This design comes from an exercise in tuning for small area on the open sky130 flow, not from production work. Where RTL was checked, it was by simulation tests only, not by an equivalence proof against the original. No driver is modelled on the clock port, so clock power and skew are understated where the tree is cut down; a real chip needs a root buffer or a tree. Power and IR drop assume default switching activity.

==> flow/design.v (excerpt) <==
module radar(input clk, input rst, input echo, input [1:0] boton_cambiar_grados,
             output done, output trigger, output [15:0] distance, output PWM, input ultra);
clock: 25.0 ns
lec_check: 0
abc_area: 1
cap_margin: 20
core_margin: 2
core_utilization: 40
slew_margin: 20
standard.sh (not shown) runs the stock make flow with config.mk's settings and CLKGATE_MAP_FILE= SYNTH_SCRIPT=/design/flow/synth_recipe.tcl, a recipe that flattens the netlist after the stock synthesis.
==> flow/flow/run.sh <==
#!/bin/bash
# Standard ORFS layout with two changes: the port buffers use the
# smallest buffer cell, and clock tree synthesis inserts no dummy loads.
set -euo pipefail
export BUFFER_PORTS_ARGS="-buffer_cell sky130_fd_sc_hd__buf_1"
export CTS_ARGS="-sink_clustering_enable -repair_clock_nets -dont_use_dummy_load"
bash standard.sh > standard.log 2>&1
Rerun with:
==> flow/flow/run.sh (replaced) <==
#!/bin/bash
# Standard ORFS layout with three changes: the port buffers use the
# smallest buffer cell, and the clock tree is a flat one (flow/cts_pre.tcl):
# the clock port drives CTS_NX * CTS_NY buffers, each driving a group of
# flip-flops.
set -euo pipefail
here=$(cd "$(dirname "$0")" && pwd)
export BUFFER_PORTS_ARGS="-buffer_cell sky130_fd_sc_hd__buf_1"
export PRE_CTS_TCL="$here/cts_pre.tcl"
export CTS_NX=2
export CTS_NY=2
export CTS_BUFCELL=sky130_fd_sc_hd__clkbuf_8
export CTS_CLOCK_NET=clk
bash standard.sh > standard.log 2>&1
==> flow/flow/cts_pre.tcl (new file) <==
rename clock_tree_synthesis orig_clock_tree_synthesis
proc clock_tree_synthesis { args } {
  set bufname $::env(CTS_BUFCELL)
  set block [ord::get_db_block]
  set db [ord::get_db]
  set master [$db findMaster $bufname]
  set clknet [$block findNet $::env(CTS_CLOCK_NET)]
  set sinks {}
  foreach it [$clknet getITerms] {
    set inst [$it getInst]
    set loc [$inst getLocation]
    lappend sinks [list [lindex $loc 0] [lindex $loc 1] $it]
  }
  # split into CTS_NX columns by x, then each column into CTS_NY rows by y
  set nx $::env(CTS_NX)
  set ny $::env(CTS_NY)
  set sinks [lsort -integer -index 0 $sinks]
  set n [llength $sinks]
  puts "flat clock tree: $n sinks in $nx x $ny groups of $bufname"
  set g 0
  for { set i 0 } { $i < $nx } { incr i } {
    set col [lrange $sinks [expr { $i * $n / $nx }] [expr { ($i + 1) * $n / $nx - 1 }]]
    set col [lsort -integer -index 1 $col]
    set m [llength $col]
    for { set j 0 } { $j < $ny } { incr j } {
      set group [lrange $col [expr { $j * $m / $ny }] [expr { ($j + 1) * $m / $ny - 1 }]]
      set sx 0
      set sy 0
      foreach s $group {
        set sx [expr { $sx + [lindex $s 0] }]
        set sy [expr { $sy + [lindex $s 1] }]
      }
      set cnt [llength $group]
      set bx [expr { $sx / $cnt }]
      set by [expr { $sy / $cnt }]
      set inst [odb::dbInst_create $block $master "clkbuf_flat_$g"]
      set net [odb::dbNet_create $block "clknet_flat_$g"]
      $net setSigType CLOCK
      foreach s $group {
        set it [lindex $s 2]
        $it disconnect
        $it connect $net
      }
      [$inst findITerm A] connect $clknet
      [$inst findITerm X] connect $net
      $inst setLocation $bx $by
      $inst setPlacementStatus PLACED
      puts "  clkbuf_flat_$g: $cnt sinks at ($bx, $by)"
      incr g
    }
  }
  set_propagated_clock [all_clocks]
}
The changed run completed without violations.
Clock power shrinks by 36%.
Core utilization shrinks by 0.90 points.
Cell area shrinks by 2.0%.
Sequential power barely changes.
Fmax shrinks by 1.6%.
Die area stays the same.
Rerun with:
--- a/flow/flow/run.sh
+++ b/flow/flow/run.sh
@@ -10,5 +10,5 @@
 export CTS_NX=2
 export CTS_NY=2
-export CTS_BUFCELL=sky130_fd_sc_hd__clkbuf_8
+export CTS_BUFCELL=sky130_fd_sc_hd__buf_8
 export CTS_CLOCK_NET=clk
 bash standard.sh > standard.log 2>&1
What happened: Global-route usage stays the same. Routed wire length drops by 0.74%. Worst hold slack hardly moves.
In the second and third runs of this note the design's own scripts or RTL, not TritonCTS, make the clock network.

## oak
The RTL this note starts from:
==> flow/design.v <==
module servo(input clk, input rst, output reg PWM, input [1:0] boton_cambiar_grados);
  reg [21:0] contador;
  function lt_const(input [21:0] x, input [21:0] k);
    integer i;
    begin
      lt_const = 1'b0;
      for (i = 0; i < 22; i = i + 1)
        lt_const = k[i] ? (~x[i] | lt_const) : (~x[i] & lt_const);
    end
  endfunction
  wire wrap = contador[21] & contador[11] & contador[9] & contador[8] & contador[5];
  wire run  = |boton_cambiar_grados;
  reg [21:0] inc;
  reg        carry;
  integer    i;
  always @(*) begin
    carry = run;
    for (i = 0; i < 22; i = i + 1) begin
      inc[i] = contador[i] ^ carry;
      carry  = contador[i] & carry;
    end
  end
  always @(posedge clk) begin
    if (rst) begin
      PWM <= 1'b0;
      contador <= 22'd0;
    end else begin
      case (boton_cambiar_grados)
        2'd0: PWM <= 1'b1;
        2'd1: PWM <= lt_const(contador, 22'd75_000);
        2'd2: PWM <= lt_const(contador, 22'd150_000) | ~lt_const(contador, 22'd1_850_000);
        2'd3: PWM <= lt_const(contador, 22'd240_000);
      endcase
      contador <= wrap ? 22'd0 : inc;
    end
  end
endmodule
module ultrasonido1(input ultra, input clk, input rst, input echo,
                    output reg done, output reg trigger, output [15:0] distance);
  localparam [9:0] TRIG_X = 10'd209;
  reg  [9:0] tsr;
  wire       tx = (tsr == TRIG_X);
  always @(posedge clk) begin
    if (rst | ultra) begin
      tsr <= TRIG_X;
      trigger <= 1'b0;
    end else begin
      tsr <= {tsr[8:0], tsr[9] ^ tsr[6] ^ tx};
      trigger <= trigger ^ tx;
    end
  end
  localparam [12:0] ECHO_A = 13'h13bb;
  reg  [12:0] esr;
  reg  [9:0]  qn;       
  reg  [4:0]  ph;
  reg         hi;       
  reg  [9:0]  dreg;     
  reg long_gap;
  always @(*) begin
    case (ph)
      5'd2, 5'd5, 5'd8, 5'd11, 5'd14, 5'd17: long_gap = 1'b1;
      default: long_gap = 1'b0;
    endcase
  end
  wire step = (&esr[12:1]) & (esr[0] ^ long_gap);
  reg [9:0] dec;
  reg       borrow;
  reg [4:0] inc;
  reg       carry;
  integer   i;
  always @(*) begin
    borrow = 1'b1;
    for (i = 0; i < 10; i = i + 1) begin
      dec[i] = qn[i] ^ borrow;
      borrow = ~qn[i] & borrow;
    end
    carry = 1'b1;
    for (i = 0; i < 5; i = i + 1) begin
      inc[i] = ph[i] ^ carry;
      carry = ph[i] & carry;
    end
  end
  always @(posedge clk) begin
    if (rst | ~echo) begin
      esr <= ECHO_A;
      qn <= 10'd0;
      ph <= 5'd0;
    end else if (step) begin
      esr <= ECHO_A;
      qn <= dec;
      ph <= (ph[4] & ph[0]) ? 5'd1 : inc;    
    end else begin
      esr <= {esr[11:0], esr[12] ^ esr[3] ^ esr[2] ^ esr[0]};
    end
  end
  always @(posedge clk) begin
    if (rst) begin
      hi <= 1'b0;
      done <= 1'b0;
      dreg <= 10'd0;
    end else begin
      hi <= echo;
      done <= ~echo;
      if (~echo & hi)
        dreg <= qn;
    end
  end
  assign distance = {{6{|dreg}}, dreg};
endmodule
module radar(input clk, input rst, input echo, input [1:0] boton_cambiar_grados,
             output done, output trigger, output [15:0] distance, output PWM, input ultra);
  servo servo (.clk(clk), .rst(rst), .PWM(PWM), .boton_cambiar_grados(boton_cambiar_grados));
  ultrasonido1 ultrasonido2 (.ultra(ultra), .clk(clk), .rst(rst), .echo(echo), .done(done),
                             .trigger(trigger), .distance(distance));
endmodule
export LEC_CHECK = 0
export ABC_AREA = 1
export CAP_MARGIN = 20
export CORE_MARGIN = 2
export CORE_UTILIZATION = 40
export SLEW_MARGIN = 20
create_clock -name core_clock -period 25.0 [get_ports {clk}]
==> flow/flow/run.sh <==
#!/bin/bash
# Standard ORFS layout with two changes: the port buffers use the
# smallest buffer cell, and clock tree synthesis inserts no dummy loads.
set -euo pipefail
export BUFFER_PORTS_ARGS="-buffer_cell sky130_fd_sc_hd__buf_1"
export CTS_ARGS="-sink_clustering_enable -repair_clock_nets -dont_use_dummy_load -buf_list sky130_fd_sc_hd__clkbuf_16 -root_buf sky130_fd_sc_hd__clkbuf_16 -sink_clustering_size 80 -sink_clustering_max_diameter 500"
bash standard.sh > standard.log 2>&1
--- input diff oak..pine ---
--- a/flow/flow/run.sh
+++ b/flow/flow/run.sh
@@ -6 +6 @@
-export CTS_ARGS="-sink_clustering_enable -repair_clock_nets -dont_use_dummy_load -buf_list sky130_fd_sc_hd__clkbuf_16 -root_buf sky130_fd_sc_hd__clkbuf_16 -sink_clustering_size 80 -sink_clustering_max_diameter 500"
+export CTS_ARGS="-sink_clustering_enable -repair_clock_nets -dont_use_dummy_load"
Findings:
- Final clock period utilization by the worst path delta (pine -> oak): insignificant
- Cell area: pine vs oak down about 2.8%
- Diff oak -> pine: setup slack has increased; maximum clock path buffer count was more or less identical; total power now smaller; total setup buffers inserted after CTS essentially unchanged; proportion of cell area occupied by registers moved up.
- Relative to oak, the power density over cell area of pine is lower by about 12%.
- pine: done, clean on timing, DRC and antenna
- pine ended with less overall global routing resource usage than oak.
- Lower area growth from synthesis to layout goes to pine over oak.
> inputs changed (pine -> birch)
==> flow/run.sh (new file) <==
#!/bin/bash
# synth_recipe.tcl (not shown) runs the flow's synth.tcl, then flattens the netlist and writes it again
# the make line also repeats each setting of config.mk as NAME=value (left out here)
make -C /OpenROAD-flow-scripts/flow DESIGN_CONFIG=/design/flow/config.mk WORK_HOME=/design/flow/orfs CLKGATE_MAP_FILE= SYNTH_SCRIPT=/design/flow/synth_recipe.tcl finish
removed: flow/flow/run.sh
removed: flow/standard.sh
Compared with pine, birch shows a share of the cycle needed by the critical path after routing that is 1.4 points higher. The final standard cell area without fillers of birch was inferior to that of pine. birch against pine: met2 capacity usage during global routing comparable; required time at the worst-slack endpoint comparable. [compare] base=pine new=birch: largest voltage drop on the vdd net rose by about 36%, non-clock buffer count stayed essentially flat, leakage power of the design rose by about 7%, count of clock-buffer cells in the layout rose by 1.
Relative to birch, the following input files were edited for maple:
==> flow/flow/run.sh (new file) <==
#!/bin/bash
# Standard ORFS layout with two changes: the port buffers use the
# smallest buffer cell, and clock tree synthesis inserts no dummy loads.
set -euo pipefail
export BUFFER_PORTS_ARGS="-buffer_cell sky130_fd_sc_hd__buf_1"
export CTS_ARGS="-sink_clustering_enable -repair_clock_nets -dont_use_dummy_load -sink_clustering_size 40 -sink_clustering_max_diameter 300"
bash standard.sh > standard.log 2>&1
==> flow/standard.sh (new file) <==
#!/bin/bash
# synth_recipe.tcl (not shown) runs the flow's synth.tcl, then flattens the netlist and writes it again
# the make line also repeats each setting of config.mk as NAME=value (left out here)
make -C /OpenROAD-flow-scripts/flow DESIGN_CONFIG=/design/flow/config.mk WORK_HOME=/design/flow/orfs CLKGATE_MAP_FILE= SYNTH_SCRIPT=/design/flow/synth_recipe.tcl "${@:-finish}"
removed: flow/run.sh
Notes after the runs:
- Delta (maple minus birch): number of filler instances in the final layout shows an increase of 39; arrival time of data at the critical path endpoint went down.
- When maple is set beside birch, its register share of the cell area turns out to be 2.8 points larger.
- From birch to maple the numbers moved as follows: worst-case hold slack shrank by 0.0061 ns, number of design rule violations left after detail routing held steady.
No run of this note included a check of the RTL's function; only the layout flow was run.

[re-timing with driven ports]
In the flow no input, the clock included, has a driving cell. The finished layouts below were timed again as built, in two steps.
Step 1: set_driving_cell puts a clkbuf_16 on clk and a buf_2 on each other input, an assumption about the parent block.
Step 2 adds t to the input delays and takes it off the output delays; t is the mean of the earliest and latest rising clock arrival at the registers after step 1. Input paths then give back, and output paths get back, about the clock's delay inside the block.
a / b / c = no drivers / after step 1 / after step 2; a / b = the first two.
run	t (ns)	setup slack, ns	clock arrival spread, ns
the first run of note 1	0.360	15.864 / 15.869 / 15.509	0.026 / 0.026
the second run of note 1	0.224	15.711 / 15.748 / 15.525	0.014 / 0.013
the third run of note 1	0.198	15.668 / 15.718 / 15.520	0.010 / 0.010
oak	0.351	16.008 / 16.022 / 15.671	0.020 / 0.020
pine	0.354	16.019 / 16.030 / 15.677	0.030 / 0.031
birch	0.362	15.677 / 15.685 / 15.322	0.011 / 0.011
maple	0.354	16.019 / 16.030 / 15.677	0.030 / 0.031
After both steps every run listed still meets setup and hold.
